Source: an optimization exercise on an open RTL-to-GDS flow (aim: small area). Production flows keep margins and buffers that such runs may drop. Function was checked by simulation only, so behaviour that the tests miss may differ from the original. No activity file was given, so power comes from the tool's default toggle rates.

## issue
module issue (
    input   wire            clk,
    input   wire            resetn,
    input   wire            snoop_hit,
    output  wire            readyn,
    input   wire            bco_valid,
    input   wire [1:0]      bp_pattern,
    input   wire            bp_taken,
    input   wire            bp_hit,
    input   wire [31:0]     bp_target,
    input   wire            wb_en,
    input   wire [3:0]      wb_dst_rob,
    input   wire [31:0]     wb_value,
    input   wire            wb_lsmiss,
    input   wire            nowb_en,
    input   wire [3:0]      nowb_dst_rob,
    input   wire [31:0]     nowb_value,
    input   wire            i_valid,
    input   wire [31:0]     i_pc,
    input   wire [3:0]      i_src0_rob,
    input   wire            i_src0_ready,
    input   wire [31:0]     i_src0_value,
    input   wire [3:0]      i_src1_rob,
    input   wire            i_src1_ready,
    input   wire [31:0]     i_src1_value,
    input   wire [3:0]      i_dst_rob,
    input   wire [25:0]     i_imm,
    input   wire [7:0]      i_fid,
    input   wire            i_branch,
    input   wire            i_load,
    input   wire            i_store,
    input   wire            i_pipe_alu,
    input   wire            i_pipe_mul,
    input   wire            i_pipe_mem,
    input   wire            i_pipe_bru,
    input   wire [4:0]      i_alu_cmd,
    input   wire [0:0]      i_mul_cmd,
    input   wire [4:0]      i_mem_cmd,
    input   wire [6:0]      i_bru_cmd,
    input   wire [1:0]      i_bagu_cmd,
    output  wire            o_valid,
    output  wire [31:0]     o_pc,
    output  wire [31:0]     o_src0_value,
    output  wire            o_src0_forward_alu,
    output  wire [31:0]     o_src1_value,
    output  wire            o_src1_forward_alu,
    output  wire [3:0]      o_dst_rob,
    output  wire [25:0]     o_imm,
    output  wire [7:0]      o_fid,
    output  wire            o_pipe_alu,
    output  wire            o_pipe_mul,
    output  wire            o_pipe_mem,
    output  wire            o_pipe_bru,
    output  wire [4:0]      o_alu_cmd,
    output  wire [0:0]      o_mul_cmd,
    output  wire [4:0]      o_mem_cmd,
    output  wire [6:0]      o_bru_cmd,
    output  wire [1:0]      o_bagu_cmd,
    output  wire [1:0]      o_bp_pattern,
    output  wire            o_bp_taken,
    output  wire            o_bp_hit,
    output  wire [31:0]     o_bp_target
);
Size in the first run: about 4700 cells after synthesis, roughly 490 I/O pins.
export LEC_CHECK = 0
export CAP_MARGIN = 20
export CORE_MARGIN = 2
export CORE_UTILIZATION = 45
export SLEW_MARGIN = 20
export SYNTH_HIERARCHICAL = 1
create_clock -name core_clock -period 7.0 [get_ports {clk}]
standard.sh (not shown) runs the stock make flow with config.mk's settings and CLKGATE_MAP_FILE= SYNTH_SCRIPT=/design/flow/synth_recipe.tcl, a recipe that flattens the netlist after the stock synthesis.
==> flow/flow/run.sh <==
#!/bin/bash
# Standard layout flow (standard.sh: ORFS synthesis through finish), with two changes:
#  - ports are buffered with the smallest buffer cell instead of the default pick;
#  - clock tree synthesis drives sink clusters of up to 8 with clkbuf_4 and adds no dummy loads.
# ORFS writes each tool's log under orfs/logs; the driver's own output goes to flow_run.log.
cp standard.sh standard_sh_copy.log 2>/dev/null
export BUFFER_PORTS_ARGS="-buffer_cell sky130_fd_sc_hd__buf_1"
export CTS_ARGS="-sink_clustering_enable -repair_clock_nets -dont_use_dummy_load -buf_list {sky130_fd_sc_hd__clkbuf_4 sky130_fd_sc_hd__clkbuf_8} -sink_clustering_buffer sky130_fd_sc_hd__clkbuf_4 -sink_clustering_size 8 -sink_clustering_max_diameter 40"
bash standard.sh > flow_run.log 2>&1
The baseline passed the timing, DRC and antenna checks.
Then changed:
==> flow/flow/run.sh (replaced) <==
#!/bin/bash
# Standard layout flow (standard.sh: ORFS synthesis through finish), with two changes:
#  - ports are buffered with the smallest buffer cell instead of the default pick;
#  - clock tree synthesis uses clkbuf_4/clkbuf_8 with small sink clusters and adds no dummy loads.
# ORFS writes each tool's log under orfs/logs; the driver's own output goes to flow_run.log.
cp standard.sh standard_sh_copy.log 2>/dev/null
export BUFFER_PORTS_ARGS="-buffer_cell sky130_fd_sc_hd__buf_1"
export CTS_ARGS="-sink_clustering_enable -repair_clock_nets -dont_use_dummy_load -buf_list {sky130_fd_sc_hd__clkbuf_4 sky130_fd_sc_hd__clkbuf_8} -sink_clustering_size 12 -sink_clustering_max_diameter 40"
bash standard.sh > flow_run.log 2>&1
The changed run went through all stages and came out clean; critical path depth climbs by 3; global-route usage is about the same; cell count is lower by 0.49%; die area does not change; fmax went up by 1.4%; core utilization goes up by 0.67 points; setup slack gains 0.094 ns; power climbs by about 6.4%.
Then changed:
==> flow/flow/run.sh (replaced) <==
#!/bin/bash
# Standard layout flow (standard.sh: ORFS synthesis through finish), with two changes:
#  - ports are buffered with the smallest buffer cell instead of the default pick;
#  - clock tree synthesis uses clkbuf_8 with small sink clusters and adds no dummy loads.
# ORFS writes each tool's log under orfs/logs; the driver's own output goes to flow_run.log.
cp standard.sh standard_sh_copy.log 2>/dev/null
export BUFFER_PORTS_ARGS="-buffer_cell sky130_fd_sc_hd__buf_1"
export CTS_ARGS="-sink_clustering_enable -repair_clock_nets -dont_use_dummy_load -buf_list sky130_fd_sc_hd__clkbuf_8 -sink_clustering_size 12 -sink_clustering_max_diameter 40"
bash standard.sh > flow_run.log 2>&1
- PLACE_DENSITY: unset -> 0.45
Effect: Setup slack loses 0.086 ns. Power grows slightly. Synthesized area is unchanged. Wire length goes up by a few percent. Final area increases slightly. Global-route usage went up by 1.4 points. Sequential power is about the same. Sequential share of layout area went down by 0.41 points.
Then changed:
==> flow/flow/run.sh (replaced) <==
#!/bin/bash
# Standard layout flow (standard.sh: ORFS synthesis through finish), with two changes:
#  - ports are buffered with the smallest buffer cell instead of the default pick;
#  - clock tree synthesis uses clkbuf_8 with sink clusters of up to 12 within 60 um and adds no dummy loads.
# ORFS writes each tool's log under orfs/logs; the driver's own output goes to flow_run.log.
cp standard.sh standard_sh_copy.log 2>/dev/null
export BUFFER_PORTS_ARGS="-buffer_cell sky130_fd_sc_hd__buf_1"
export CTS_ARGS="-sink_clustering_enable -repair_clock_nets -dont_use_dummy_load -buf_list sky130_fd_sc_hd__clkbuf_8 -sink_clustering_size 12 -sink_clustering_max_diameter 60"
bash standard.sh > flow_run.log 2>&1
- PLACE_DENSITY: 0.45 -> unset
Effect:
- sequential share of layout area is higher by 1.0 points
- design area falls by 1.7%
- worst setup slack gets better by 0.030 ns
- routed wire length falls by 4.6%
- cell count decreases by 1.5%
- fmax grows by 0.45%
- global-route usage came out lower by 1.5 points
- die area does not change

-- separate check: timing with driven ports --
No port has a modelled driver above. Below, the same layouts with a new extraction and two added sets of constraints.
Step 1 assumes that a clkbuf_16 drives the clock port and a buf_2 every other input.
Step 2 also shifts input and output timing later by t, the mid clock arrival at the registers, as if the neighbouring blocks saw the same clock.
a / b / c = no drivers / after step 1 / after step 2; a / b = the first two.
| run | t (ns) | slack for setup (ns) | worst setup path after step 2 |
|---|---|---|---|
| the first run | 0.976 | 0.236 / 0.155 / 1.131 | register to output |
| the second run | 0.994 | 0.330 / 0.248 / 1.242 | register to output |
| the third run | 0.984 | 0.244 / 0.164 / 1.034 | register to register |
| the fourth run | 0.971 | 0.274 / 0.194 / 1.165 | register to output |
After both steps every run listed still meets setup and hold.
